Source: an optimization exercise on an open RTL-to-GDS flow (aim: small area, a short achievable clock period and few clock cycles per item). Production flows keep margins and buffers that such runs may drop.
No functional check of the RTL was part of this run.
No activity file was given, so power comes from the tool's default toggle rates.

==> flow/design.v <==
module melendez_mult (rst, clk, multiplier, multiplicand, product, done);
  input rst, clk;
  input [31:0] multiplier, multiplicand;
  output [63:0] product;
  output done;
  reg [2:0] cnt;           
  reg done_q;                   
  reg first_q;                  
  reg [3:0] dig_q;           
  reg [31:0] s_q;           
  reg [30:0] c_q;           
  reg [3:0] pa_q;           
  reg [3:0] pb_q;           
  reg lc_q;                     
  reg [27:0] lo_q;          
  assign done = done_q;
  wire [31:0] mpad = multiplier;
  wire [3:0] dig = first_q ? multiplier[3:0] : dig_q;
  reg [3:0] dig_next;
  always @(*)
    case (cnt)
      0: dig_next = mpad[7:4];
      1: dig_next = mpad[11:8];
      2: dig_next = mpad[15:12];
      3: dig_next = mpad[19:16];
      4: dig_next = mpad[23:20];
      5: dig_next = mpad[27:24];
      6: dig_next = mpad[31:28];
      default: dig_next = 4'd0;
    endcase
  wire [31:0] s_in;
  wire [30:0] c_in;
  mm_or u_so0 (.a(s_q[0]), .b(first_q), .y(s_in[0]));
  mm_or u_so1 (.a(s_q[1]), .b(first_q), .y(s_in[1]));
  mm_or u_so2 (.a(s_q[2]), .b(first_q), .y(s_in[2]));
  mm_or u_so3 (.a(s_q[3]), .b(first_q), .y(s_in[3]));
  mm_or u_so4 (.a(s_q[4]), .b(first_q), .y(s_in[4]));
  mm_or u_so5 (.a(s_q[5]), .b(first_q), .y(s_in[5]));
  mm_or u_so6 (.a(s_q[6]), .b(first_q), .y(s_in[6]));
  mm_or u_so7 (.a(s_q[7]), .b(first_q), .y(s_in[7]));
  mm_or u_so8 (.a(s_q[8]), .b(first_q), .y(s_in[8]));
  mm_or u_so9 (.a(s_q[9]), .b(first_q), .y(s_in[9]));
  mm_or u_so10 (.a(s_q[10]), .b(first_q), .y(s_in[10]));
  mm_or u_so11 (.a(s_q[11]), .b(first_q), .y(s_in[11]));
  mm_or u_so12 (.a(s_q[12]), .b(first_q), .y(s_in[12]));
  mm_or u_so13 (.a(s_q[13]), .b(first_q), .y(s_in[13]));
  mm_or u_so14 (.a(s_q[14]), .b(first_q), .y(s_in[14]));
  mm_or u_so15 (.a(s_q[15]), .b(first_q), .y(s_in[15]));
  mm_or u_so16 (.a(s_q[16]), .b(first_q), .y(s_in[16]));
  mm_or u_so17 (.a(s_q[17]), .b(first_q), .y(s_in[17]));
  mm_or u_so18 (.a(s_q[18]), .b(first_q), .y(s_in[18]));
  mm_or u_so19 (.a(s_q[19]), .b(first_q), .y(s_in[19]));
  mm_or u_so20 (.a(s_q[20]), .b(first_q), .y(s_in[20]));
  mm_or u_so21 (.a(s_q[21]), .b(first_q), .y(s_in[21]));
  mm_or u_so22 (.a(s_q[22]), .b(first_q), .y(s_in[22]));
  mm_or u_so23 (.a(s_q[23]), .b(first_q), .y(s_in[23]));
  mm_or u_so24 (.a(s_q[24]), .b(first_q), .y(s_in[24]));
  mm_or u_so25 (.a(s_q[25]), .b(first_q), .y(s_in[25]));
  mm_or u_so26 (.a(s_q[26]), .b(first_q), .y(s_in[26]));
  mm_or u_so27 (.a(s_q[27]), .b(first_q), .y(s_in[27]));
  mm_or u_so28 (.a(s_q[28]), .b(first_q), .y(s_in[28]));
  mm_or u_so29 (.a(s_q[29]), .b(first_q), .y(s_in[29]));
  mm_or u_so30 (.a(s_q[30]), .b(first_q), .y(s_in[30]));
  mm_or u_so31 (.a(s_q[31]), .b(first_q), .y(s_in[31]));
  mm_or u_co0 (.a(c_q[0]), .b(first_q), .y(c_in[0]));
  mm_or u_co1 (.a(c_q[1]), .b(first_q), .y(c_in[1]));
  mm_or u_co2 (.a(c_q[2]), .b(first_q), .y(c_in[2]));
  mm_or u_co3 (.a(c_q[3]), .b(first_q), .y(c_in[3]));
  mm_or u_co4 (.a(c_q[4]), .b(first_q), .y(c_in[4]));
  mm_or u_co5 (.a(c_q[5]), .b(first_q), .y(c_in[5]));
  mm_or u_co6 (.a(c_q[6]), .b(first_q), .y(c_in[6]));
  mm_or u_co7 (.a(c_q[7]), .b(first_q), .y(c_in[7]));
  mm_or u_co8 (.a(c_q[8]), .b(first_q), .y(c_in[8]));
  mm_or u_co9 (.a(c_q[9]), .b(first_q), .y(c_in[9]));
  mm_or u_co10 (.a(c_q[10]), .b(first_q), .y(c_in[10]));
  mm_or u_co11 (.a(c_q[11]), .b(first_q), .y(c_in[11]));
  mm_or u_co12 (.a(c_q[12]), .b(first_q), .y(c_in[12]));
  mm_or u_co13 (.a(c_q[13]), .b(first_q), .y(c_in[13]));
  mm_or u_co14 (.a(c_q[14]), .b(first_q), .y(c_in[14]));
  mm_or u_co15 (.a(c_q[15]), .b(first_q), .y(c_in[15]));
  mm_or u_co16 (.a(c_q[16]), .b(first_q), .y(c_in[16]));
  mm_or u_co17 (.a(c_q[17]), .b(first_q), .y(c_in[17]));
  mm_or u_co18 (.a(c_q[18]), .b(first_q), .y(c_in[18]));
  mm_or u_co19 (.a(c_q[19]), .b(first_q), .y(c_in[19]));
  mm_or u_co20 (.a(c_q[20]), .b(first_q), .y(c_in[20]));
  mm_or u_co21 (.a(c_q[21]), .b(first_q), .y(c_in[21]));
  mm_or u_co22 (.a(c_q[22]), .b(first_q), .y(c_in[22]));
  mm_or u_co23 (.a(c_q[23]), .b(first_q), .y(c_in[23]));
  mm_or u_co24 (.a(c_q[24]), .b(first_q), .y(c_in[24]));
  mm_or u_co25 (.a(c_q[25]), .b(first_q), .y(c_in[25]));
  mm_or u_co26 (.a(c_q[26]), .b(first_q), .y(c_in[26]));
  mm_or u_co27 (.a(c_q[27]), .b(first_q), .y(c_in[27]));
  mm_or u_co28 (.a(c_q[28]), .b(first_q), .y(c_in[28]));
  mm_or u_co29 (.a(c_q[29]), .b(first_q), .y(c_in[29]));
  mm_or u_co30 (.a(c_q[30]), .b(first_q), .y(c_in[30]));
  wire [31:0] pp0 = ~(multiplicand & {32{dig[0]}});
  wire [31:0] pp1 = ~(multiplicand & {32{dig[1]}});
  wire [31:0] pp2 = ~(multiplicand & {32{dig[2]}});
  wire [31:0] pp3 = ~(multiplicand & {32{dig[3]}});
  wire hs1;
  wire hc2;
  wire fs3;
  wire fc4;
  wire hs5;
  wire hc6;
  wire fs7;
  wire fc8;
  wire fs9;
  wire fc10;
  wire fs11;
  wire fc12;
  wire fs13;
  wire fc14;
  wire fs15;
  wire fc16;
  wire fs17;
  wire fc18;
  wire fs19;
  wire fc20;
  wire fs21;
  wire fc22;
  wire fs23;
  wire fc24;
  wire fs25;
  wire fc26;
  wire fs27;
  wire fc28;
  wire fs29;
  wire fc30;
  wire fs31;
  wire fc32;
  wire fs33;
  wire fc34;
  wire fs35;
  wire fc36;
  wire fs37;
  wire fc38;
  wire fs39;
  wire fc40;
  wire fs41;
  wire fc42;
  wire fs43;
  wire fc44;
  wire fs45;
  wire fc46;
  wire fs47;
  wire fc48;
  wire fs49;
  wire fc50;
  wire fs51;
  wire fc52;
  wire fs53;
  wire fc54;
  wire fs55;
  wire fc56;
  wire fs57;
  wire fc58;
  wire fs59;
  wire fc60;
  wire fs61;
  wire fc62;
  wire fs63;
  wire fc64;
  wire fs65;
  wire fc66;
  wire fs67;
  wire fc68;
  wire fs69;
  wire fc70;
  wire fs71;
  wire fc72;
  wire fs73;
  wire fc74;
  wire fs75;
  wire fc76;
  wire fs77;
  wire fc78;
  wire fs79;
  wire fc80;
  wire fs81;
  wire fc82;
  wire fs83;
  wire fc84;
  wire fs85;
  wire fc86;
  wire fs87;
  wire fc88;
  wire fs89;
  wire fc90;
  wire fs91;
  wire fc92;
  wire fs93;
  wire fc94;
  wire fs95;
  wire fc96;
  wire fs97;
  wire fc98;
  wire fs99;
  wire fc100;
  wire fs101;
  wire fc102;
  wire fs103;
  wire fc104;
  wire fs105;
  wire fc106;
  wire fs107;
  wire fc108;
  wire fs109;
  wire fc110;
  wire fs111;
  wire fc112;
  wire fs113;
  wire fc114;
  wire fs115;
  wire fc116;
  wire hs117;
  wire hc118;
  wire hs119;
  wire hc120;
  wire hs121;
  wire hc122;
  wire fs123;
  wire fc124;
  wire fs125;
  wire fc126;
  wire fs127;
  wire fc128;
  wire fs129;
  wire fc130;
  wire fs131;
  wire fc132;
  wire fs133;
  wire fc134;
  wire fs135;
  wire fc136;
  wire fs137;
  wire fc138;
  wire fs139;
  wire fc140;
  wire fs141;
  wire fc142;
  wire fs143;
  wire fc144;
  wire fs145;
  wire fc146;
  wire fs147;
  wire fc148;
  wire fs149;
  wire fc150;
  wire fs151;
  wire fc152;
  wire fs153;
  wire fc154;
  wire fs155;
  wire fc156;
  wire fs157;
  wire fc158;
  wire fs159;
  wire fc160;
  wire fs161;
  wire fc162;
  wire fs163;
  wire fc164;
  wire fs165;
  wire fc166;
  wire fs167;
  wire fc168;
  wire fs169;
  wire fc170;
  wire fs171;
  wire fc172;
  wire fs173;
  wire fc174;
  wire fs175;
  wire fc176;
  wire fs177;
  wire fc178;
  wire fs179;
  wire fc180;
  wire fs181;
  wire fc182;
  wire fs183;
  wire fc184;
  wire hs185;
  wire hc186;
  wire hs187;
  wire hc188;
  wire fs189;
  wire fc190;
  wire fs191;
  wire fc192;
  wire fs193;
  wire fc194;
  wire fs195;
  wire fc196;
  wire fs197;
  wire fc198;
  wire fs199;
  wire fc200;
  wire fs201;
  wire fc202;
  wire fs203;
  wire fc204;
  wire fs205;
  wire fc206;
  wire fs207;
  wire fc208;
  wire fs209;
  wire fc210;
  wire fs211;
  wire fc212;
  wire fs213;
  wire fc214;
  wire fs215;
  wire fc216;
  wire fs217;
  wire fc218;
  wire fs219;
  wire fc220;
  wire fs221;
  wire fc222;
  wire fs223;
  wire fc224;
  wire fs225;
  wire fc226;
  wire fs227;
  wire fc228;
  wire fs229;
  wire fc230;
  wire fs231;
  wire fc232;
  wire fs233;
  wire fc234;
  wire fs235;
  wire fc236;
  wire fs237;
  wire fc238;
  wire fs239;
  wire fc240;
  wire fs241;
  wire fc242;
  wire fs243;
  wire fc244;
  wire fs245;
  wire fc246;
  wire fs247;
  wire fc248;
  wire fs249;
  wire fc250;
  wire fs251;
  wire fc252;
  wire fs253;
  wire fc254;
  wire hs255;
  wire hc256;
  mm_han u_hs1 (.a(s_in[2]), .b(c_in[2]), .s(hs1), .co(hc2));
  mm_fa u_fs3 (.a(s_in[3]), .b(c_in[3]), .c(pp0[3]), .s(fs3), .co(fc4));
  mm_han u_hs5 (.a(pp1[2]), .b(pp2[1]), .s(hs5), .co(hc6));
  mm_fa u_fs7 (.a(s_in[4]), .b(c_in[4]), .c(pp0[4]), .s(fs7), .co(fc8));
  mm_fa u_fs9 (.a(pp1[3]), .b(pp2[2]), .c(pp3[1]), .s(fs9), .co(fc10));
  mm_fa u_fs11 (.a(s_in[5]), .b(c_in[5]), .c(pp0[5]), .s(fs11), .co(fc12));
  mm_fa u_fs13 (.a(pp1[4]), .b(pp2[3]), .c(pp3[2]), .s(fs13), .co(fc14));
  mm_fa u_fs15 (.a(s_in[6]), .b(c_in[6]), .c(pp0[6]), .s(fs15), .co(fc16));
  mm_fa u_fs17 (.a(pp1[5]), .b(pp2[4]), .c(pp3[3]), .s(fs17), .co(fc18));
  mm_fa u_fs19 (.a(s_in[7]), .b(c_in[7]), .c(pp0[7]), .s(fs19), .co(fc20));
  mm_fa u_fs21 (.a(pp1[6]), .b(pp2[5]), .c(pp3[4]), .s(fs21), .co(fc22));
  mm_fa u_fs23 (.a(s_in[8]), .b(c_in[8]), .c(pp0[8]), .s(fs23), .co(fc24));
  mm_fa u_fs25 (.a(pp1[7]), .b(pp2[6]), .c(pp3[5]), .s(fs25), .co(fc26));
  mm_fa u_fs27 (.a(s_in[9]), .b(c_in[9]), .c(pp0[9]), .s(fs27), .co(fc28));
  mm_fa u_fs29 (.a(pp1[8]), .b(pp2[7]), .c(pp3[6]), .s(fs29), .co(fc30));
  mm_fa u_fs31 (.a(s_in[10]), .b(c_in[10]), .c(pp0[10]), .s(fs31), .co(fc32));
  mm_fa u_fs33 (.a(pp1[9]), .b(pp2[8]), .c(pp3[7]), .s(fs33), .co(fc34));
  mm_fa u_fs35 (.a(s_in[11]), .b(c_in[11]), .c(pp0[11]), .s(fs35), .co(fc36));
  mm_fa u_fs37 (.a(pp1[10]), .b(pp2[9]), .c(pp3[8]), .s(fs37), .co(fc38));
  mm_fa u_fs39 (.a(s_in[12]), .b(c_in[12]), .c(pp0[12]), .s(fs39), .co(fc40));
  mm_fa u_fs41 (.a(pp1[11]), .b(pp2[10]), .c(pp3[9]), .s(fs41), .co(fc42));
  mm_fa u_fs43 (.a(s_in[13]), .b(c_in[13]), .c(pp0[13]), .s(fs43), .co(fc44));
  mm_fa u_fs45 (.a(pp1[12]), .b(pp2[11]), .c(pp3[10]), .s(fs45), .co(fc46));
  mm_fa u_fs47 (.a(s_in[14]), .b(c_in[14]), .c(pp0[14]), .s(fs47), .co(fc48));
  mm_fa u_fs49 (.a(pp1[13]), .b(pp2[12]), .c(pp3[11]), .s(fs49), .co(fc50));
  mm_fa u_fs51 (.a(s_in[15]), .b(c_in[15]), .c(pp0[15]), .s(fs51), .co(fc52));
  mm_fa u_fs53 (.a(pp1[14]), .b(pp2[13]), .c(pp3[12]), .s(fs53), .co(fc54));
  mm_fa u_fs55 (.a(s_in[16]), .b(c_in[16]), .c(pp0[16]), .s(fs55), .co(fc56));
  mm_fa u_fs57 (.a(pp1[15]), .b(pp2[14]), .c(pp3[13]), .s(fs57), .co(fc58));
  mm_fa u_fs59 (.a(s_in[17]), .b(c_in[17]), .c(pp0[17]), .s(fs59), .co(fc60));
  mm_fa u_fs61 (.a(pp1[16]), .b(pp2[15]), .c(pp3[14]), .s(fs61), .co(fc62));
  mm_fa u_fs63 (.a(s_in[18]), .b(c_in[18]), .c(pp0[18]), .s(fs63), .co(fc64));
  mm_fa u_fs65 (.a(pp1[17]), .b(pp2[16]), .c(pp3[15]), .s(fs65), .co(fc66));
  mm_fa u_fs67 (.a(s_in[19]), .b(c_in[19]), .c(pp0[19]), .s(fs67), .co(fc68));
  mm_fa u_fs69 (.a(pp1[18]), .b(pp2[17]), .c(pp3[16]), .s(fs69), .co(fc70));
  mm_fa u_fs71 (.a(s_in[20]), .b(c_in[20]), .c(pp0[20]), .s(fs71), .co(fc72));
  mm_fa u_fs73 (.a(pp1[19]), .b(pp2[18]), .c(pp3[17]), .s(fs73), .co(fc74));
  mm_fa u_fs75 (.a(s_in[21]), .b(c_in[21]), .c(pp0[21]), .s(fs75), .co(fc76));
  mm_fa u_fs77 (.a(pp1[20]), .b(pp2[19]), .c(pp3[18]), .s(fs77), .co(fc78));
  mm_fa u_fs79 (.a(s_in[22]), .b(c_in[22]), .c(pp0[22]), .s(fs79), .co(fc80));
  mm_fa u_fs81 (.a(pp1[21]), .b(pp2[20]), .c(pp3[19]), .s(fs81), .co(fc82));
  mm_fa u_fs83 (.a(s_in[23]), .b(c_in[23]), .c(pp0[23]), .s(fs83), .co(fc84));
  mm_fa u_fs85 (.a(pp1[22]), .b(pp2[21]), .c(pp3[20]), .s(fs85), .co(fc86));
  mm_fa u_fs87 (.a(s_in[24]), .b(c_in[24]), .c(pp0[24]), .s(fs87), .co(fc88));
  mm_fa u_fs89 (.a(pp1[23]), .b(pp2[22]), .c(pp3[21]), .s(fs89), .co(fc90));
  mm_fa u_fs91 (.a(s_in[25]), .b(c_in[25]), .c(pp0[25]), .s(fs91), .co(fc92));
  mm_fa u_fs93 (.a(pp1[24]), .b(pp2[23]), .c(pp3[22]), .s(fs93), .co(fc94));
  mm_fa u_fs95 (.a(s_in[26]), .b(c_in[26]), .c(pp0[26]), .s(fs95), .co(fc96));
  mm_fa u_fs97 (.a(pp1[25]), .b(pp2[24]), .c(pp3[23]), .s(fs97), .co(fc98));
  mm_fa u_fs99 (.a(s_in[27]), .b(c_in[27]), .c(pp0[27]), .s(fs99), .co(fc100));
  mm_fa u_fs101 (.a(pp1[26]), .b(pp2[25]), .c(pp3[24]), .s(fs101), .co(fc102));
  mm_fa u_fs103 (.a(s_in[28]), .b(c_in[28]), .c(pp0[28]), .s(fs103), .co(fc104));
  mm_fa u_fs105 (.a(pp1[27]), .b(pp2[26]), .c(pp3[25]), .s(fs105), .co(fc106));
  mm_fa u_fs107 (.a(s_in[29]), .b(c_in[29]), .c(pp0[29]), .s(fs107), .co(fc108));
  mm_fa u_fs109 (.a(pp1[28]), .b(pp2[27]), .c(pp3[26]), .s(fs109), .co(fc110));
  mm_fa u_fs111 (.a(s_in[30]), .b(c_in[30]), .c(pp0[30]), .s(fs111), .co(fc112));
  mm_fa u_fs113 (.a(pp1[29]), .b(pp2[28]), .c(pp3[27]), .s(fs113), .co(fc114));
  mm_fa u_fs115 (.a(s_in[31]), .b(pp0[31]), .c(pp1[30]), .s(fs115), .co(fc116));
  mm_han u_hs117 (.a(pp2[29]), .b(pp3[28]), .s(hs117), .co(hc118));
  mm_han u_hs119 (.a(pp1[31]), .b(pp2[30]), .s(hs119), .co(hc120));
  mm_han u_hs121 (.a(s_in[1]), .b(c_in[1]), .s(hs121), .co(hc122));
  mm_fa u_fs123 (.a(pp0[2]), .b(pp1[1]), .c(pp2[0]), .s(fs123), .co(fc124));
  mm_fa u_fs125 (.a(pp3[0]), .b(fs3), .c(hs5), .s(fs125), .co(fc126));
  mm_fa u_fs127 (.a(fs7), .b(fs9), .c(fc4), .s(fs127), .co(fc128));
  mm_fa u_fs129 (.a(fs11), .b(fs13), .c(fc8), .s(fs129), .co(fc130));
  mm_fa u_fs131 (.a(fs15), .b(fs17), .c(fc12), .s(fs131), .co(fc132));
  mm_fa u_fs133 (.a(fs19), .b(fs21), .c(fc16), .s(fs133), .co(fc134));
  mm_fa u_fs135 (.a(fs23), .b(fs25), .c(fc20), .s(fs135), .co(fc136));
  mm_fa u_fs137 (.a(fs27), .b(fs29), .c(fc24), .s(fs137), .co(fc138));
  mm_fa u_fs139 (.a(fs31), .b(fs33), .c(fc28), .s(fs139), .co(fc140));
  mm_fa u_fs141 (.a(fs35), .b(fs37), .c(fc32), .s(fs141), .co(fc142));
  mm_fa u_fs143 (.a(fs39), .b(fs41), .c(fc36), .s(fs143), .co(fc144));
  mm_fa u_fs145 (.a(fs43), .b(fs45), .c(fc40), .s(fs145), .co(fc146));
  mm_fa u_fs147 (.a(fs47), .b(fs49), .c(fc44), .s(fs147), .co(fc148));
  mm_fa u_fs149 (.a(fs51), .b(fs53), .c(fc48), .s(fs149), .co(fc150));
  mm_fa u_fs151 (.a(fs55), .b(fs57), .c(fc52), .s(fs151), .co(fc152));
  mm_fa u_fs153 (.a(fs59), .b(fs61), .c(fc56), .s(fs153), .co(fc154));
  mm_fa u_fs155 (.a(fs63), .b(fs65), .c(fc60), .s(fs155), .co(fc156));
  mm_fa u_fs157 (.a(fs67), .b(fs69), .c(fc64), .s(fs157), .co(fc158));
  mm_fa u_fs159 (.a(fs71), .b(fs73), .c(fc68), .s(fs159), .co(fc160));
  mm_fa u_fs161 (.a(fs75), .b(fs77), .c(fc72), .s(fs161), .co(fc162));
  mm_fa u_fs163 (.a(fs79), .b(fs81), .c(fc76), .s(fs163), .co(fc164));
  mm_fa u_fs165 (.a(fs83), .b(fs85), .c(fc80), .s(fs165), .co(fc166));
  mm_fa u_fs167 (.a(fs87), .b(fs89), .c(fc84), .s(fs167), .co(fc168));
  mm_fa u_fs169 (.a(fs91), .b(fs93), .c(fc88), .s(fs169), .co(fc170));
  mm_fa u_fs171 (.a(fs95), .b(fs97), .c(fc92), .s(fs171), .co(fc172));
  mm_fa u_fs173 (.a(fs99), .b(fs101), .c(fc96), .s(fs173), .co(fc174));
  mm_fa u_fs175 (.a(fs103), .b(fs105), .c(fc100), .s(fs175), .co(fc176));
  mm_fa u_fs177 (.a(fs107), .b(fs109), .c(fc104), .s(fs177), .co(fc178));
  mm_fa u_fs179 (.a(fs111), .b(fs113), .c(fc108), .s(fs179), .co(fc180));
  mm_fa u_fs181 (.a(fs115), .b(hs117), .c(fc112), .s(fs181), .co(fc182));
  mm_fa u_fs183 (.a(pp3[29]), .b(hs119), .c(fc116), .s(fs183), .co(fc184));
  mm_han u_hs185 (.a(pp2[31]), .b(pp3[30]), .s(hs185), .co(hc186));
  mm_han u_hs187 (.a(s_in[0]), .b(c_in[0]), .s(hs187), .co(hc188));
  mm_fa u_fs189 (.a(pp0[1]), .b(pp1[0]), .c(hs121), .s(fs189), .co(fc190));
  mm_fa u_fs191 (.a(hs1), .b(fs123), .c(hc122), .s(fs191), .co(fc192));
  mm_fa u_fs193 (.a(hc2), .b(fs125), .c(fc124), .s(fs193), .co(fc194));
  mm_fa u_fs195 (.a(hc6), .b(fs127), .c(fc126), .s(fs195), .co(fc196));
  mm_fa u_fs197 (.a(fc10), .b(fs129), .c(fc128), .s(fs197), .co(fc198));
  mm_fa u_fs199 (.a(fc14), .b(fs131), .c(fc130), .s(fs199), .co(fc200));
  mm_fa u_fs201 (.a(fc18), .b(fs133), .c(fc132), .s(fs201), .co(fc202));
  mm_fa u_fs203 (.a(fc22), .b(fs135), .c(fc134), .s(fs203), .co(fc204));
  mm_fa u_fs205 (.a(fc26), .b(fs137), .c(fc136), .s(fs205), .co(fc206));
  mm_fa u_fs207 (.a(fc30), .b(fs139), .c(fc138), .s(fs207), .co(fc208));
  mm_fa u_fs209 (.a(fc34), .b(fs141), .c(fc140), .s(fs209), .co(fc210));
  mm_fa u_fs211 (.a(fc38), .b(fs143), .c(fc142), .s(fs211), .co(fc212));
  mm_fa u_fs213 (.a(fc42), .b(fs145), .c(fc144), .s(fs213), .co(fc214));
  mm_fa u_fs215 (.a(fc46), .b(fs147), .c(fc146), .s(fs215), .co(fc216));
  mm_fa u_fs217 (.a(fc50), .b(fs149), .c(fc148), .s(fs217), .co(fc218));
  mm_fa u_fs219 (.a(fc54), .b(fs151), .c(fc150), .s(fs219), .co(fc220));
  mm_fa u_fs221 (.a(fc58), .b(fs153), .c(fc152), .s(fs221), .co(fc222));
  mm_fa u_fs223 (.a(fc62), .b(fs155), .c(fc154), .s(fs223), .co(fc224));
  mm_fa u_fs225 (.a(fc66), .b(fs157), .c(fc156), .s(fs225), .co(fc226));
  mm_fa u_fs227 (.a(fc70), .b(fs159), .c(fc158), .s(fs227), .co(fc228));
  mm_fa u_fs229 (.a(fc74), .b(fs161), .c(fc160), .s(fs229), .co(fc230));
  mm_fa u_fs231 (.a(fc78), .b(fs163), .c(fc162), .s(fs231), .co(fc232));
  mm_fa u_fs233 (.a(fc82), .b(fs165), .c(fc164), .s(fs233), .co(fc234));
  mm_fa u_fs235 (.a(fc86), .b(fs167), .c(fc166), .s(fs235), .co(fc236));
  mm_fa u_fs237 (.a(fc90), .b(fs169), .c(fc168), .s(fs237), .co(fc238));
  mm_fa u_fs239 (.a(fc94), .b(fs171), .c(fc170), .s(fs239), .co(fc240));
  mm_fa u_fs241 (.a(fc98), .b(fs173), .c(fc172), .s(fs241), .co(fc242));
  mm_fa u_fs243 (.a(fc102), .b(fs175), .c(fc174), .s(fs243), .co(fc244));
  mm_fa u_fs245 (.a(fc106), .b(fs177), .c(fc176), .s(fs245), .co(fc246));
  mm_fa u_fs247 (.a(fc110), .b(fs179), .c(fc178), .s(fs247), .co(fc248));
  mm_fa u_fs249 (.a(fc114), .b(fs181), .c(fc180), .s(fs249), .co(fc250));
  mm_fa u_fs251 (.a(hc118), .b(fs183), .c(fc182), .s(fs251), .co(fc252));
  mm_fa u_fs253 (.a(hc120), .b(hs185), .c(fc184), .s(fs253), .co(fc254));
  mm_han u_hs255 (.a(pp3[31]), .b(hc186), .s(hs255), .co(hc256));
  wire [3:0] pa_new = {fs193, fs191, fs189, pp0[0]};
  wire [3:0] pb_new = {fc192, fc190, hc188, hs187};
  wire [31:0] s_new = {hc256, hs255, fs253, fs251, fs249, fs247, fs245, fs243, fs241, fs239, fs237, fs235, fs233, fs231, fs229, fs227, fs225, fs223, fs221, fs219, fs217, fs215, fs213, fs211, fs209, fs207, fs205, fs203, fs201, fs199, fs197, fs195};
  wire [31:0] c_new = {1'b0, fc254, fc252, fc250, fc248, fc246, fc244, fc242, fc240, fc238, fc236, fc234, fc232, fc230, fc228, fc226, fc224, fc222, fc220, fc218, fc216, fc214, fc212, fc210, fc208, fc206, fc204, fc202, fc200, fc198, fc196, fc194};
  wire [4:0] lo_sum = {1'b0, ~{pa_q[3], pa_q[2], pa_q[1], pa_q[0]}} + {1'b0, ~{pb_q[3], pb_q[2], pb_q[1], pb_q[0]}} + lc_q;
  wire [35:0] hi_a = {{s_q[31], s_q[30], s_q[29], s_q[28], s_q[27], s_q[26], s_q[25], s_q[24], s_q[23], s_q[22], s_q[21], s_q[20], s_q[19], s_q[18], s_q[17], s_q[16], s_q[15], s_q[14], s_q[13], s_q[12], s_q[11], s_q[10], s_q[9], s_q[8], s_q[7], s_q[6], s_q[5], s_q[4], s_q[3], s_q[2], s_q[1], s_q[0]}, {pa_q[3], pa_q[2], pa_q[1], pa_q[0]}};
  wire [35:0] hi_b = {{1'b1, c_q[30], c_q[29], c_q[28], c_q[27], c_q[26], c_q[25], c_q[24], c_q[23], c_q[22], c_q[21], c_q[20], c_q[19], c_q[18], c_q[17], c_q[16], c_q[15], c_q[14], c_q[13], c_q[12], c_q[11], c_q[10], c_q[9], c_q[8], c_q[7], c_q[6], c_q[5], c_q[4], c_q[3], c_q[2], c_q[1], c_q[0]}, {pb_q[3], pb_q[2], pb_q[1], pb_q[0]}};
  wire hi_ci = ~lc_q;
  wire [35:0] hi_s;
  mm_add u_add (.a(hi_a), .b(hi_b), .ci(hi_ci), .s(hi_s));
  wire [36:0] hi_sum = {hi_s, 1'b0};
  assign product = {hi_sum[36:1], lo_q};
  always @(posedge clk) begin
    first_q <= rst;
    dig_q <= dig_next;
    if (rst) begin
      cnt <= 0;
      done_q <= 1'b0;
    end else if (!done_q) begin
      cnt <= cnt + 1'b1;
      done_q <= (cnt == 7);
    end
  end
  always @(posedge clk)
    if (!done_q) begin
      s_q[0] <= s_new[0];
      c_q[0] <= c_new[0];
      s_q[1] <= s_new[1];
      c_q[1] <= c_new[1];
      s_q[2] <= s_new[2];
      c_q[2] <= c_new[2];
      s_q[3] <= s_new[3];
      c_q[3] <= c_new[3];
      s_q[4] <= s_new[4];
      c_q[4] <= c_new[4];
      s_q[5] <= s_new[5];
      c_q[5] <= c_new[5];
      s_q[6] <= s_new[6];
      c_q[6] <= c_new[6];
      s_q[7] <= s_new[7];
      c_q[7] <= c_new[7];
      s_q[8] <= s_new[8];
      c_q[8] <= c_new[8];
      s_q[9] <= s_new[9];
      c_q[9] <= c_new[9];
      s_q[10] <= s_new[10];
      c_q[10] <= c_new[10];
      s_q[11] <= s_new[11];
      c_q[11] <= c_new[11];
      s_q[12] <= s_new[12];
      c_q[12] <= c_new[12];
      s_q[13] <= s_new[13];
      c_q[13] <= c_new[13];
      s_q[14] <= s_new[14];
      c_q[14] <= c_new[14];
      s_q[15] <= s_new[15];
      c_q[15] <= c_new[15];
      s_q[16] <= s_new[16];
      c_q[16] <= c_new[16];
      s_q[17] <= s_new[17];
      c_q[17] <= c_new[17];
      s_q[18] <= s_new[18];
      c_q[18] <= c_new[18];
      s_q[19] <= s_new[19];
      c_q[19] <= c_new[19];
      s_q[20] <= s_new[20];
      c_q[20] <= c_new[20];
      s_q[21] <= s_new[21];
      c_q[21] <= c_new[21];
      s_q[22] <= s_new[22];
      c_q[22] <= c_new[22];
      s_q[23] <= s_new[23];
      c_q[23] <= c_new[23];
      s_q[24] <= s_new[24];
      c_q[24] <= c_new[24];
      s_q[25] <= s_new[25];
      c_q[25] <= c_new[25];
      s_q[26] <= s_new[26];
      c_q[26] <= c_new[26];
      s_q[27] <= s_new[27];
      c_q[27] <= c_new[27];
      s_q[28] <= s_new[28];
      c_q[28] <= c_new[28];
      s_q[29] <= s_new[29];
      c_q[29] <= c_new[29];
      s_q[30] <= s_new[30];
      c_q[30] <= c_new[30];
      s_q[31] <= s_new[31];
      pa_q[0] <= pa_new[0];
      pb_q[0] <= pb_new[0];
      pa_q[1] <= pa_new[1];
      pb_q[1] <= pb_new[1];
      pa_q[2] <= pa_new[2];
      pb_q[2] <= pb_new[2];
      pa_q[3] <= pa_new[3];
      pb_q[3] <= pb_new[3];
      lc_q <= first_q ? 1'b0 : lo_sum[4];
      case (cnt)
        1: lo_q[3:0] <= lo_sum[3:0];
        2: lo_q[7:4] <= lo_sum[3:0];
        3: lo_q[11:8] <= lo_sum[3:0];
        4: lo_q[15:12] <= lo_sum[3:0];
        5: lo_q[19:16] <= lo_sum[3:0];
        6: lo_q[23:20] <= lo_sum[3:0];
        7: lo_q[27:24] <= lo_sum[3:0];
        default: ;
      endcase
    end
endmodule
module mm_fa (a, b, c, s, co);
  input a, b, c;
  output s, co;
  assign s = a ^ b ^ c;
  assign co = (a & b) | (a & c) | (b & c);
endmodule
module mm_ha (a, b, s, co);
  input a, b;
  output s, co;
  assign s = a ^ b;
  assign co = a & b;
endmodule
module mm_or (a, b, y);
  input a, b;
  output y;
  assign y = a | b;
endmodule
module mm_han (a, b, s, co);
  input a, b;
  output s, co;
  assign s = ~(a ^ b);
  assign co = a | b;
endmodule
module mm_add (a, b, ci, s);
  input [35:0] a, b;
  input ci;
  output [35:0] s;
  wire [35:0] p0, g0;
  mm_pg u_pg0 (.a(a[0]), .b(b[0]), .g(g0[0]), .p(p0[0]));
  mm_pg u_pg1 (.a(a[1]), .b(b[1]), .g(g0[1]), .p(p0[1]));
  mm_pg u_pg2 (.a(a[2]), .b(b[2]), .g(g0[2]), .p(p0[2]));
  mm_pg u_pg3 (.a(a[3]), .b(b[3]), .g(g0[3]), .p(p0[3]));
  mm_pg u_pg4 (.a(a[4]), .b(b[4]), .g(g0[4]), .p(p0[4]));
  mm_pg u_pg5 (.a(a[5]), .b(b[5]), .g(g0[5]), .p(p0[5]));
  mm_pg u_pg6 (.a(a[6]), .b(b[6]), .g(g0[6]), .p(p0[6]));
  mm_pg u_pg7 (.a(a[7]), .b(b[7]), .g(g0[7]), .p(p0[7]));
  mm_pg u_pg8 (.a(a[8]), .b(b[8]), .g(g0[8]), .p(p0[8]));
  mm_pg u_pg9 (.a(a[9]), .b(b[9]), .g(g0[9]), .p(p0[9]));
  mm_pg u_pg10 (.a(a[10]), .b(b[10]), .g(g0[10]), .p(p0[10]));
  mm_pg u_pg11 (.a(a[11]), .b(b[11]), .g(g0[11]), .p(p0[11]));
  mm_pg u_pg12 (.a(a[12]), .b(b[12]), .g(g0[12]), .p(p0[12]));
  mm_pg u_pg13 (.a(a[13]), .b(b[13]), .g(g0[13]), .p(p0[13]));
  mm_pg u_pg14 (.a(a[14]), .b(b[14]), .g(g0[14]), .p(p0[14]));
  mm_pg u_pg15 (.a(a[15]), .b(b[15]), .g(g0[15]), .p(p0[15]));
  mm_pg u_pg16 (.a(a[16]), .b(b[16]), .g(g0[16]), .p(p0[16]));
  mm_pg u_pg17 (.a(a[17]), .b(b[17]), .g(g0[17]), .p(p0[17]));
  mm_pg u_pg18 (.a(a[18]), .b(b[18]), .g(g0[18]), .p(p0[18]));
  mm_pg u_pg19 (.a(a[19]), .b(b[19]), .g(g0[19]), .p(p0[19]));
  mm_pg u_pg20 (.a(a[20]), .b(b[20]), .g(g0[20]), .p(p0[20]));
  mm_pg u_pg21 (.a(a[21]), .b(b[21]), .g(g0[21]), .p(p0[21]));
  mm_pg u_pg22 (.a(a[22]), .b(b[22]), .g(g0[22]), .p(p0[22]));
  mm_pg u_pg23 (.a(a[23]), .b(b[23]), .g(g0[23]), .p(p0[23]));
  mm_pg u_pg24 (.a(a[24]), .b(b[24]), .g(g0[24]), .p(p0[24]));
  mm_pg u_pg25 (.a(a[25]), .b(b[25]), .g(g0[25]), .p(p0[25]));
  mm_pg u_pg26 (.a(a[26]), .b(b[26]), .g(g0[26]), .p(p0[26]));
  mm_pg u_pg27 (.a(a[27]), .b(b[27]), .g(g0[27]), .p(p0[27]));
  mm_pg u_pg28 (.a(a[28]), .b(b[28]), .g(g0[28]), .p(p0[28]));
  mm_pg u_pg29 (.a(a[29]), .b(b[29]), .g(g0[29]), .p(p0[29]));
  mm_pg u_pg30 (.a(a[30]), .b(b[30]), .g(g0[30]), .p(p0[30]));
  mm_pg u_pg31 (.a(a[31]), .b(b[31]), .g(g0[31]), .p(p0[31]));
  mm_pg u_pg32 (.a(a[32]), .b(b[32]), .g(g0[32]), .p(p0[32]));
  mm_pg u_pg33 (.a(a[33]), .b(b[33]), .g(g0[33]), .p(p0[33]));
  mm_pg u_pg34 (.a(a[34]), .b(b[34]), .g(g0[34]), .p(p0[34]));
  mm_pg u_pg35 (.a(a[35]), .b(b[35]), .g(g0[35]), .p(p0[35]));
  wire gx1;
  mm_grayp u_g1 (.gh(g0[0]), .ph(p0[0]), .gl(ci), .g(gx1));
  wire gx2;
  wire px2;
  mm_blackp u_b2 (.gh(g0[2]), .ph(p0[2]), .gl(g0[1]), .pl(p0[1]), .g(gx2), .p(px2));
  wire gx3;
  wire px3;
  mm_blackp u_b3 (.gh(g0[4]), .ph(p0[4]), .gl(g0[3]), .pl(p0[3]), .g(gx3), .p(px3));
  wire gx4;
  wire px4;
  mm_blackp u_b4 (.gh(g0[6]), .ph(p0[6]), .gl(g0[5]), .pl(p0[5]), .g(gx4), .p(px4));
  wire gx5;
  wire px5;
  mm_blackp u_b5 (.gh(g0[8]), .ph(p0[8]), .gl(g0[7]), .pl(p0[7]), .g(gx5), .p(px5));
  wire gx6;
  wire px6;
  mm_blackp u_b6 (.gh(g0[10]), .ph(p0[10]), .gl(g0[9]), .pl(p0[9]), .g(gx6), .p(px6));
  wire gx7;
  wire px7;
  mm_blackp u_b7 (.gh(g0[12]), .ph(p0[12]), .gl(g0[11]), .pl(p0[11]), .g(gx7), .p(px7));
  wire gx8;
  wire px8;
  mm_blackp u_b8 (.gh(g0[14]), .ph(p0[14]), .gl(g0[13]), .pl(p0[13]), .g(gx8), .p(px8));
  wire gx9;
  wire px9;
  mm_blackp u_b9 (.gh(g0[16]), .ph(p0[16]), .gl(g0[15]), .pl(p0[15]), .g(gx9), .p(px9));
  wire gx10;
  wire px10;
  mm_blackp u_b10 (.gh(g0[18]), .ph(p0[18]), .gl(g0[17]), .pl(p0[17]), .g(gx10), .p(px10));
  wire gx11;
  wire px11;
  mm_blackp u_b11 (.gh(g0[20]), .ph(p0[20]), .gl(g0[19]), .pl(p0[19]), .g(gx11), .p(px11));
  wire gx12;
  wire px12;
  mm_blackp u_b12 (.gh(g0[22]), .ph(p0[22]), .gl(g0[21]), .pl(p0[21]), .g(gx12), .p(px12));
  wire gx13;
  wire px13;
  mm_blackp u_b13 (.gh(g0[24]), .ph(p0[24]), .gl(g0[23]), .pl(p0[23]), .g(gx13), .p(px13));
  wire gx14;
  wire px14;
  mm_blackp u_b14 (.gh(g0[26]), .ph(p0[26]), .gl(g0[25]), .pl(p0[25]), .g(gx14), .p(px14));
  wire gx15;
  wire px15;
  mm_blackp u_b15 (.gh(g0[28]), .ph(p0[28]), .gl(g0[27]), .pl(p0[27]), .g(gx15), .p(px15));
  wire gx16;
  wire px16;
  mm_blackp u_b16 (.gh(g0[30]), .ph(p0[30]), .gl(g0[29]), .pl(p0[29]), .g(gx16), .p(px16));
  wire gx17;
  wire px17;
  mm_blackp u_b17 (.gh(g0[32]), .ph(p0[32]), .gl(g0[31]), .pl(p0[31]), .g(gx17), .p(px17));
  wire gx18;
  wire px18;
  mm_blackp u_b18 (.gh(g0[34]), .ph(p0[34]), .gl(g0[33]), .pl(p0[33]), .g(gx18), .p(px18));
  wire gx19;
  mm_grayn u_g19 (.gh(gx2), .ph(px2), .gl(gx1), .g(gx19));
  wire gx20;
  wire px20;
  mm_blackn u_b20 (.gh(gx3), .ph(px3), .gl(gx2), .pl(px2), .g(gx20), .p(px20));
  wire gx21;
  wire px21;
  mm_blackn u_b21 (.gh(gx4), .ph(px4), .gl(gx3), .pl(px3), .g(gx21), .p(px21));
  wire gx22;
  wire px22;
  mm_blackn u_b22 (.gh(gx5), .ph(px5), .gl(gx4), .pl(px4), .g(gx22), .p(px22));
  wire gx23;
  wire px23;
  mm_blackn u_b23 (.gh(gx6), .ph(px6), .gl(gx5), .pl(px5), .g(gx23), .p(px23));
  wire gx24;
  wire px24;
  mm_blackn u_b24 (.gh(gx7), .ph(px7), .gl(gx6), .pl(px6), .g(gx24), .p(px24));
  wire gx25;
  wire px25;
  mm_blackn u_b25 (.gh(gx8), .ph(px8), .gl(gx7), .pl(px7), .g(gx25), .p(px25));
  wire gx26;
  wire px26;
  mm_blackn u_b26 (.gh(gx9), .ph(px9), .gl(gx8), .pl(px8), .g(gx26), .p(px26));
  wire gx27;
  wire px27;
  mm_blackn u_b27 (.gh(gx10), .ph(px10), .gl(gx9), .pl(px9), .g(gx27), .p(px27));
  wire gx28;
  wire px28;
  mm_blackn u_b28 (.gh(gx11), .ph(px11), .gl(gx10), .pl(px10), .g(gx28), .p(px28));
  wire gx29;
  wire px29;
  mm_blackn u_b29 (.gh(gx12), .ph(px12), .gl(gx11), .pl(px11), .g(gx29), .p(px29));
  wire gx30;
  wire px30;
  mm_blackn u_b30 (.gh(gx13), .ph(px13), .gl(gx12), .pl(px12), .g(gx30), .p(px30));
  wire gx31;
  wire px31;
  mm_blackn u_b31 (.gh(gx14), .ph(px14), .gl(gx13), .pl(px13), .g(gx31), .p(px31));
  wire gx32;
  wire px32;
  mm_blackn u_b32 (.gh(gx15), .ph(px15), .gl(gx14), .pl(px14), .g(gx32), .p(px32));
  wire gx33;
  wire px33;
  mm_blackn u_b33 (.gh(gx16), .ph(px16), .gl(gx15), .pl(px15), .g(gx33), .p(px33));
  wire gx34;
  wire px34;
  mm_blackn u_b34 (.gh(gx17), .ph(px17), .gl(gx16), .pl(px16), .g(gx34), .p(px34));
  wire gx35;
  wire px35;
  mm_blackn u_b35 (.gh(gx18), .ph(px18), .gl(gx17), .pl(px17), .g(gx35), .p(px35));
  wire iv36;
  mm_inv u_i36 (.a(gx1), .y(iv36));
  wire gx37;
  mm_grayp u_g37 (.gh(gx20), .ph(px20), .gl(iv36), .g(gx37));
  wire gx38;
  mm_grayp u_g38 (.gh(gx21), .ph(px21), .gl(gx19), .g(gx38));
  wire gx39;
  wire px39;
  mm_blackp u_b39 (.gh(gx22), .ph(px22), .gl(gx20), .pl(px20), .g(gx39), .p(px39));
  wire gx40;
  wire px40;
  mm_blackp u_b40 (.gh(gx23), .ph(px23), .gl(gx21), .pl(px21), .g(gx40), .p(px40));
  wire gx41;
  wire px41;
  mm_blackp u_b41 (.gh(gx24), .ph(px24), .gl(gx22), .pl(px22), .g(gx41), .p(px41));
  wire gx42;
  wire px42;
  mm_blackp u_b42 (.gh(gx25), .ph(px25), .gl(gx23), .pl(px23), .g(gx42), .p(px42));
  wire gx43;
  wire px43;
  mm_blackp u_b43 (.gh(gx26), .ph(px26), .gl(gx24), .pl(px24), .g(gx43), .p(px43));
  wire gx44;
  wire px44;
  mm_blackp u_b44 (.gh(gx27), .ph(px27), .gl(gx25), .pl(px25), .g(gx44), .p(px44));
  wire gx45;
  wire px45;
  mm_blackp u_b45 (.gh(gx28), .ph(px28), .gl(gx26), .pl(px26), .g(gx45), .p(px45));
  wire gx46;
  wire px46;
  mm_blackp u_b46 (.gh(gx29), .ph(px29), .gl(gx27), .pl(px27), .g(gx46), .p(px46));
  wire gx47;
  wire px47;
  mm_blackp u_b47 (.gh(gx30), .ph(px30), .gl(gx28), .pl(px28), .g(gx47), .p(px47));
  wire gx48;
  wire px48;
  mm_blackp u_b48 (.gh(gx31), .ph(px31), .gl(gx29), .pl(px29), .g(gx48), .p(px48));
  wire gx49;
  wire px49;
  mm_blackp u_b49 (.gh(gx32), .ph(px32), .gl(gx30), .pl(px30), .g(gx49), .p(px49));
  wire gx50;
  wire px50;
  mm_blackp u_b50 (.gh(gx33), .ph(px33), .gl(gx31), .pl(px31), .g(gx50), .p(px50));
  wire gx51;
  wire px51;
  mm_blackp u_b51 (.gh(gx34), .ph(px34), .gl(gx32), .pl(px32), .g(gx51), .p(px51));
  wire gx52;
  wire px52;
  mm_blackp u_b52 (.gh(gx35), .ph(px35), .gl(gx33), .pl(px33), .g(gx52), .p(px52));
  wire gx53;
  mm_grayn u_g53 (.gh(gx39), .ph(px39), .gl(gx1), .g(gx53));
  wire iv54;
  mm_inv u_i54 (.a(gx19), .y(iv54));
  wire gx55;
  mm_grayn u_g55 (.gh(gx40), .ph(px40), .gl(iv54), .g(gx55));
  wire gx56;
  mm_grayn u_g56 (.gh(gx41), .ph(px41), .gl(gx37), .g(gx56));
  wire gx57;
  mm_grayn u_g57 (.gh(gx42), .ph(px42), .gl(gx38), .g(gx57));
  wire gx58;
  wire px58;
  mm_blackn u_b58 (.gh(gx43), .ph(px43), .gl(gx39), .pl(px39), .g(gx58), .p(px58));
  wire gx59;
  wire px59;
  mm_blackn u_b59 (.gh(gx44), .ph(px44), .gl(gx40), .pl(px40), .g(gx59), .p(px59));
  wire gx60;
  wire px60;
  mm_blackn u_b60 (.gh(gx45), .ph(px45), .gl(gx41), .pl(px41), .g(gx60), .p(px60));
  wire gx61;
  wire px61;
  mm_blackn u_b61 (.gh(gx46), .ph(px46), .gl(gx42), .pl(px42), .g(gx61), .p(px61));
  wire gx62;
  wire px62;
  mm_blackn u_b62 (.gh(gx47), .ph(px47), .gl(gx43), .pl(px43), .g(gx62), .p(px62));
  wire gx63;
  wire px63;
  mm_blackn u_b63 (.gh(gx48), .ph(px48), .gl(gx44), .pl(px44), .g(gx63), .p(px63));
  wire gx64;
  wire px64;
  mm_blackn u_b64 (.gh(gx49), .ph(px49), .gl(gx45), .pl(px45), .g(gx64), .p(px64));
  wire gx65;
  wire px65;
  mm_blackn u_b65 (.gh(gx50), .ph(px50), .gl(gx46), .pl(px46), .g(gx65), .p(px65));
  wire gx66;
  wire px66;
  mm_blackn u_b66 (.gh(gx51), .ph(px51), .gl(gx47), .pl(px47), .g(gx66), .p(px66));
  wire gx67;
  wire px67;
  mm_blackn u_b67 (.gh(gx52), .ph(px52), .gl(gx48), .pl(px48), .g(gx67), .p(px67));
  wire gx68;
  mm_grayp u_g68 (.gh(gx58), .ph(px58), .gl(iv36), .g(gx68));
  wire gx69;
  mm_grayp u_g69 (.gh(gx59), .ph(px59), .gl(gx19), .g(gx69));
  wire iv70;
  mm_inv u_i70 (.a(gx37), .y(iv70));
  wire gx71;
  mm_grayp u_g71 (.gh(gx60), .ph(px60), .gl(iv70), .g(gx71));
  wire iv72;
  mm_inv u_i72 (.a(gx38), .y(iv72));
  wire gx73;
  mm_grayp u_g73 (.gh(gx61), .ph(px61), .gl(iv72), .g(gx73));
  wire gx74;
  mm_grayp u_g74 (.gh(gx62), .ph(px62), .gl(gx53), .g(gx74));
  wire gx75;
  mm_grayp u_g75 (.gh(gx63), .ph(px63), .gl(gx55), .g(gx75));
  wire gx76;
  mm_grayp u_g76 (.gh(gx64), .ph(px64), .gl(gx56), .g(gx76));
  wire gx77;
  mm_grayp u_g77 (.gh(gx65), .ph(px65), .gl(gx57), .g(gx77));
  wire gx78;
  wire px78;
  mm_blackp u_b78 (.gh(gx66), .ph(px66), .gl(gx58), .pl(px58), .g(gx78), .p(px78));
  wire gx79;
  wire px79;
  mm_blackp u_b79 (.gh(gx67), .ph(px67), .gl(gx59), .pl(px59), .g(gx79), .p(px79));
  wire gx80;
  mm_grayn u_g80 (.gh(gx78), .ph(px78), .gl(gx1), .g(gx80));
  wire gx81;
  mm_grayn u_g81 (.gh(gx79), .ph(px79), .gl(iv54), .g(gx81));
  wire gx82;
  mm_grayp u_g82 (.gh(g0[1]), .ph(p0[1]), .gl(iv36), .g(gx82));
  wire gx83;
  mm_grayp u_g83 (.gh(g0[3]), .ph(p0[3]), .gl(gx19), .g(gx83));
  wire gx84;
  mm_grayp u_g84 (.gh(g0[5]), .ph(p0[5]), .gl(iv70), .g(gx84));
  wire gx85;
  mm_grayp u_g85 (.gh(g0[7]), .ph(p0[7]), .gl(iv72), .g(gx85));
  wire gx86;
  mm_grayp u_g86 (.gh(g0[9]), .ph(p0[9]), .gl(gx53), .g(gx86));
  wire gx87;
  mm_grayp u_g87 (.gh(g0[11]), .ph(p0[11]), .gl(gx55), .g(gx87));
  wire gx88;
  mm_grayp u_g88 (.gh(g0[13]), .ph(p0[13]), .gl(gx56), .g(gx88));
  wire gx89;
  mm_grayp u_g89 (.gh(g0[15]), .ph(p0[15]), .gl(gx57), .g(gx89));
  wire iv90;
  mm_inv u_i90 (.a(gx68), .y(iv90));
  wire gx91;
  mm_grayp u_g91 (.gh(g0[17]), .ph(p0[17]), .gl(iv90), .g(gx91));
  wire iv92;
  mm_inv u_i92 (.a(gx69), .y(iv92));
  wire gx93;
  mm_grayp u_g93 (.gh(g0[19]), .ph(p0[19]), .gl(iv92), .g(gx93));
  wire iv94;
  mm_inv u_i94 (.a(gx71), .y(iv94));
  wire gx95;
  mm_grayp u_g95 (.gh(g0[21]), .ph(p0[21]), .gl(iv94), .g(gx95));
  wire iv96;
  mm_inv u_i96 (.a(gx73), .y(iv96));
  wire gx97;
  mm_grayp u_g97 (.gh(g0[23]), .ph(p0[23]), .gl(iv96), .g(gx97));
  wire iv98;
  mm_inv u_i98 (.a(gx74), .y(iv98));
  wire gx99;
  mm_grayp u_g99 (.gh(g0[25]), .ph(p0[25]), .gl(iv98), .g(gx99));
  wire iv100;
  mm_inv u_i100 (.a(gx75), .y(iv100));
  wire gx101;
  mm_grayp u_g101 (.gh(g0[27]), .ph(p0[27]), .gl(iv100), .g(gx101));
  wire iv102;
  mm_inv u_i102 (.a(gx76), .y(iv102));
  wire gx103;
  mm_grayp u_g103 (.gh(g0[29]), .ph(p0[29]), .gl(iv102), .g(gx103));
  wire iv104;
  mm_inv u_i104 (.a(gx77), .y(iv104));
  wire gx105;
  mm_grayp u_g105 (.gh(g0[31]), .ph(p0[31]), .gl(iv104), .g(gx105));
  wire gx106;
  mm_grayp u_g106 (.gh(g0[33]), .ph(p0[33]), .gl(gx80), .g(gx106));
  wire gx107;
  mm_grayp u_g107 (.gh(g0[35]), .ph(p0[35]), .gl(gx81), .g(gx107));
  assign s[0] = ~(p0[0] ^ ci);
  assign s[1] = p0[1] ^ gx1;
  assign s[2] = p0[2] ^ gx82;
  assign s[3] = ~(p0[3] ^ gx19);
  assign s[4] = p0[4] ^ gx83;
  assign s[5] = p0[5] ^ gx37;
  assign s[6] = p0[6] ^ gx84;
  assign s[7] = p0[7] ^ gx38;
  assign s[8] = p0[8] ^ gx85;
  assign s[9] = ~(p0[9] ^ gx53);
  assign s[10] = p0[10] ^ gx86;
  assign s[11] = ~(p0[11] ^ gx55);
  assign s[12] = p0[12] ^ gx87;
  assign s[13] = ~(p0[13] ^ gx56);
  assign s[14] = p0[14] ^ gx88;
  assign s[15] = ~(p0[15] ^ gx57);
  assign s[16] = p0[16] ^ gx89;
  assign s[17] = p0[17] ^ gx68;
  assign s[18] = p0[18] ^ gx91;
  assign s[19] = p0[19] ^ gx69;
  assign s[20] = p0[20] ^ gx93;
  assign s[21] = p0[21] ^ gx71;
  assign s[22] = p0[22] ^ gx95;
  assign s[23] = p0[23] ^ gx73;
  assign s[24] = p0[24] ^ gx97;
  assign s[25] = p0[25] ^ gx74;
  assign s[26] = p0[26] ^ gx99;
  assign s[27] = p0[27] ^ gx75;
  assign s[28] = p0[28] ^ gx101;
  assign s[29] = p0[29] ^ gx76;
  assign s[30] = p0[30] ^ gx103;
  assign s[31] = p0[31] ^ gx77;
  assign s[32] = p0[32] ^ gx105;
  assign s[33] = ~(p0[33] ^ gx80);
  assign s[34] = p0[34] ^ gx106;
  assign s[35] = ~(p0[35] ^ gx81);
endmodule
module mm_pg (a, b, g, p);
  input a, b;
  output g, p;
  assign g = a & b;
  assign p = a ^ b;
endmodule
module mm_inv (a, y);
  input a;
  output y;
  assign y = ~a;
endmodule
module mm_blackp (gh, ph, gl, pl, g, p);
  input gh, ph, gl, pl;
  output g, p;
  assign g = ~(gh | (ph & gl));
  assign p = ~(ph & pl);
endmodule
module mm_grayp (gh, ph, gl, g);
  input gh, ph, gl;
  output g;
  assign g = ~(gh | (ph & gl));
endmodule
module mm_blackn (gh, ph, gl, pl, g, p);
  input gh, ph, gl, pl;
  output g, p;
  assign g = ~(gh & (ph | gl));
  assign p = ~(ph | pl);
endmodule
module mm_grayn (gh, ph, gl, g);
  input gh, ph, gl;
  output g;
  assign g = ~(gh & (ph | gl));
endmodule
==> flow/flow/run.sh <==
#!/bin/bash
set -euo pipefail
export BUFFER_PORTS_ARGS="-buffer_cell sky130_fd_sc_hd__buf_2"
bash standard.sh > standard_flow.log 2>&1
==> flow/standard.sh <==
#!/bin/bash
# synth_recipe.tcl (not shown) runs the flow's synth.tcl, then flattens the netlist and writes it again
# the make line also repeats each setting of config.mk as NAME=value (left out here)
make -C /OpenROAD-flow-scripts/flow DESIGN_CONFIG=/design/flow/config.mk WORK_HOME=/design/flow/orfs CLKGATE_MAP_FILE= SYNTH_SCRIPT=/design/flow/synth_recipe.tcl "${@:-finish}"
==> flow/config.mk <==
export PLATFORM = sky130hd
export DESIGN_NAME = melendez_mult
export DESIGN_NICKNAME = melendez_mult
export VERILOG_FILES = /design/flow/design.v
export SDC_FILE = /design/flow/constraint.sdc
export NUM_CORES = 4
export LEC_CHECK = 0
export CAP_MARGIN = 20
export CORE_MARGIN = 2
export CORE_UTILIZATION = 40
export SETUP_SLACK_MARGIN = 1.5
export SLEW_MARGIN = 20
export SYNTH_HIERARCHICAL = 1
export SYNTH_MINIMUM_KEEP_SIZE = 0
==> flow/constraint.sdc <==
create_clock -name core_clock -period 5.0 [get_ports {clk}]
set_input_delay 1.0000 -clock core_clock [delete_from_list [all_inputs] [get_ports {clk}]]
set_output_delay 1.0000 -clock core_clock [all_outputs]
set_load 0.01 [all_outputs]
==> results.txt <==
-- worst min-delay path: stages (launching register included) --
cell and delay [ps]:
dfxtp_1 340, mux2i_1 140, nor2_1 50
-- what timing repair did --
item,4_1_cts,5_1_grt
setup buffers,21,1
hold buffers,0,0
pin swaps,30,12
setup endpoints to repair,27,18
cloned,0,0
gates resized for setup,63,29
-- placed cells by master (no fill, tap or decap), drive strengths merged --
| master | instances |
|---|---|
| fa | 122 |
| a21oi | 64 |
| nand2 | 165 |
| xor2 | 29 |
| clkbuf | 9 |
| xnor2 | 10 |
| a22oi | 8 |
| conb | 1 |
| buf | 154 |
| dfxtp | 9 |
| mux2 | 16 |
| nor2 | 32 |
| a21o | 1 |
| or2 | 63 |
| ha | 53 |
| o21ai | 34 |
| inv | 64 |
| nor2b | 3 |
| clkinv | 3 |
| and3 | 5 |
| mux2i | 1 |
| edfxtp | 100 |
-- layer usage --
metal | track usage | routed length [um]
met1 | 0.246 | 9750
met2 | 0.330 | 11100
met3 | 0.0299 | 831
met4 | 0.0537 | 301
met5 | 0 | 0
-- Yosys stat by module, one instance, submodules excluded --
module / flops+latches / copies in the design
melendez_mult: 109 / 1
mm_blackp: 0 / 33
mm_blackn: 0 / 26
mm_fa: 0 / 120
mm_grayp: 0 / 28
mm_or: 0 / 63
mm_add: 0 / 1
mm_pg: 0 / 36
mm_han: 0 / 8
mm_grayn: 0 / 7
mm_inv: 0 / 12
-- area by class of cell --
cell class / count / area share
inverters: 60 / 0.0200
clock buffers: 9 / 0.0200
multi-input cells: 607 / 0.563
repair buffers: 154 / 0.0741
flip-flops and latches: 109 / 0.283
clock inverters: 7 / 0.00900
well taps: 285 / 0.0317
-- registers in the layout (all words and copies together) (netlist names) --
name     cells
s_q         32
pa_q         4
c_q         31
lo_q        28
pb_q         4
cnt          3
done_q       1
first_q      1
dig_q        4
lc_q         1
-- report_power, final --
group,switching (W),internal [W]
logic,0.00313,0.00239
registers,0.000223,0.00149
clock network,0.000423,0.000371
-- how the worst max path moves through the flow --
| stage | start | to | cells after the start |
|---|---|---|---|
| after CTS | pb_q[0]$_DFFE_PN_ | product[58] | 10 |
| final | s_q[2]$_DFFE_PN_ | product[48] | 10 |
| after global placement | pb_q[0]$_DFFE_PN_ | product[58] | 10 |
| after detailed placement | pa_q[0]$_DFFE_PN_ | product[58] | 10 |
| after global routing | s_q[2]$_DFFE_PN_ | product[48] | 10 |
| after floorplan | first_q$_DFF_P_ | s_q[0]$_DFFE_PN_ | 6 |
-- kinds of logic (layout without fill, tap and decap cells) --
group                    Yosys count  after routing  synth area share
XOR/XNOR                          39             39            0.0368
AND/OR/NAND/NOR                  268            268             0.128
other                              1              1          0.000404
AO/OA/AOI/OAI                    107            107            0.0963
adder cells (fa/ha/maj)          175            175             0.334
multiplexers                      17             17            0.0241
flip-flops                       109            109             0.343
buffers and inverters             75            230            0.0377
-- through the flow --
step	utilization	std cells	hold slack (ps)	power, W	instance area (um^2)
finish	0.496	1231	573	0.00803	11300
global route	0.496	1231	635	0.00869	11300
CTS	0.488	1230	575	0.00788	11100
detailed placement	0.449	1193	560	0.00636	10200
global placement	0.449	1193	553	0.00627	10200
floorplan	-	791	518	0.00480	9290
==> impl_results.rst <==
.. list-table::
   :header-rows: 1

   * - Metric
     - Value
   * - Max Buffers Root-to-Sink
     - 2
   * - Bufs and invs on worst path
     - 2
   * - Power density cells
     - 713 nW/um^2
   * - Number of global-route vias before repair
     - 6669
   * - Arrival time worst endpoint
     - 2590 ps
   * - Reported max-cap violation count
     - 0
   * - Min cycle time layout
     - 3590 ps
   * - Capturing element type of the critical path
     - primary output
   * - Number of detailed-route iterations in the first pass
     - 5
   * - Synth Net Count
     - 1032
   * - IR drop worst, VDD
     - 0.492 mV
   * - Post-synth top area cell
     - edfxtp_1
   * - Master cell of the clock root buffer
     - clkbuf_16
   * - Layout Area Growth over Synthesis
     - 21.3%
   * - Width of the die
     - 156 um
   * - Synth top area share
     - 0.323
   * - Antenna viol nets, final
     - 0
   * - Starting DRT DRC Count
     - 284
   * - Kind of cell with the highest combined delay on the critical path
     - compound AO/OA/AOI/OAI gates
   * - Filler Cell Count
     - 2110
   * - Footprint of the flip-flops and latches
     - 3180 um^2
   * - Final-layout setup total negative slack
     - 0 ps
   * - Worst skew pair latency
     - 370 ps
   * - Final wirelength
     - 22000 um
   * - Type of element launching the critical path
     - register
   * - Commonest cells post-synth
     - nand2_1 (165), fa_1 (122), edfxtp_1 (100), or2_1 (63), a21oi_2 (61)
   * - Total of buffers placed on input and output ports
     - 130
   * - Setup repair after global routing missed its margin
     - yes
   * - Aggregate global routing overflow
     - 0
   * - Share of final-layout standard cells stronger than drive strength 1
     - 0.360
   * - Area of the mapped netlist
     - 9290 um^2
   * - Cell leakage power
     - 4.13 nW
   * - Largest clock skew in the final design
     - 7.42 ps
   * - First-pass GRT wire length
     - 35400 um
   * - Syn Inst Count
     - 791
   * - Synthesized area divided by synthesized cell count
     - 11.7 um^2
   * - Worst setup margin
     - 1410 ps
   * - Tcrit/Tclk final
     - 0.718
   * - Net total in the final layout
     - 1182
   * - EDFF count, synth
     - 100
   * - Clock edge transition at the registers on the reported setup and hold paths
     - 90 ps
   * - Number of DRC violations after detailed routing
     - 0
   * - Number of distinct library cells after synthesis
     - 29
   * - Outcome
     - timing/DRC/antenna clean
   * - Maximum number of pins on one net before global-route repair
     - 41
   * - Worst path max stage delay
     - 470 ps
   * - Actual slew at the worst max-slew pin
     - 889 ps
   * - Count of clock tree sinks
     - 109
   * - Routability-driven placement congestion ratio
     - 0.824
   * - FMAX
     - 279 MHz
   * - Cell type of the slowest stage on the worst timing path
     - edfxtp_1
   * - Io pins
     - 131
   * - Number of diodes
     - 0
   * - Max-slew headroom at the worst pin
     - 0.407
   * - Final hold violation count
     - 0
   * - R2R cell count
     - 5
   * - Worst setup path class
     - reg -> out
   * - Most instantiated flip-flop cell in the synthesis netlist
     - edfxtp_1
   * - Placed wire-length estimate after detailed placement
     - 16700 um
   * - Number of buffers created by CTS
     - 9
   * - Number of levels the H-tree was split into
     - 3
   * - Most repeated library cell on the critical path
     - a21oi_2
   * - Initial cell density of the core
     - 0.409
   * - Top post-synthesis cells by area
     - edfxtp_1 (32%), fa_1 (26%), ha_1 (7.1%), nand2_1 (6.7%), a21oi_2 (5.8%)
   * - Worst-case hold path end point
     - cnt[1]$_SDFFE_PP0N_
   * - Sequential element share of the synthesized area
     - 0.343
   * - Wire length per cell
     - 17.8 um
   * - Number of storage elements in the synthesis netlist
     - 109
   * - Area of combinational cells with multiple inputs
     - 6340 um^2
   * - Internal reg-to-reg setup slack
     - 1750 ps
   * - Critical Path RT
     - 4000 ps
   * - Cell row count
     - 55
   * - Floorplan Core Area
     - 22700 um^2
   * - Final count of pins violating max slew
     - 0
   * - Hold_sp
     - cnt[1]$_SDFFE_PP0N_
   * - Critical register-to-register path startpoint
     - first_q$_DFF_P_
   * - Cell depth of the worst min-delay path
     - 2
   * - Clock tree from TritonCTS
     - built
   * - Min-delay worst type
     - reg -> reg
   * - Number of synthesis warnings
     - 7
   * - Via count
     - 6230
   * - Via density
     - 5.06
   * - Capture point of the worst reg-to-reg path
     - s_q[15]$_DFFE_PN_
   * - Critical Path Fanout Max
     - 3
   * - Most instantiated library cell after synthesis
     - nand2_1
   * - Total Die Area
     - 24500 um^2
   * - Worst setup slack before clock tree synthesis
     - 1450 ps
   * - Initial antenna violation count
     - 0
   * - Overall fraction of global-route tracks in use
     - 0.190
   * - Async S/R FF share, synth
     - 0
   * - Final setup viols
     - 0
   * - CP Cell Sequence
     - ha_4, a21oi_4, o21ai_2, a21oi_2, o21ai_2, a21oi_2, inv_1, a21oi_2, xor2_1, buf_2
   * - Die span in y
     - 156 um

## afterwards: timing with drivers on the ports
How much do the figures lean on ideal ports? The routed layout below was timed once more, with nothing changed but the port constraints.
Step 1: set_driving_cell puts a clkbuf_16 on clk and a buf_2 on each other input, an assumption about the parent block.
Step 2 moves the port delays by t, midway between the first and last clock arrival at a register: inputs arrive t later, outputs are due t later. That takes back most of the time a late clock gives input paths.
Three values: ideal, step 1, step 2; two values: the first two.
t, ns: 0.415
slack for setup (ns): 1.411 / 1.365 / 1.474
hold WS [ns]: 0.573 / 0.573 / 0.573
latest minus earliest clock arrival (ns): 0.011 / 0.010
cell pins on the clock port's net: 1
After both steps this run still meets setup and hold. For this run, drivers alone change the setup slack by -0.046 ns; drivers and shift together by +0.063 ns.
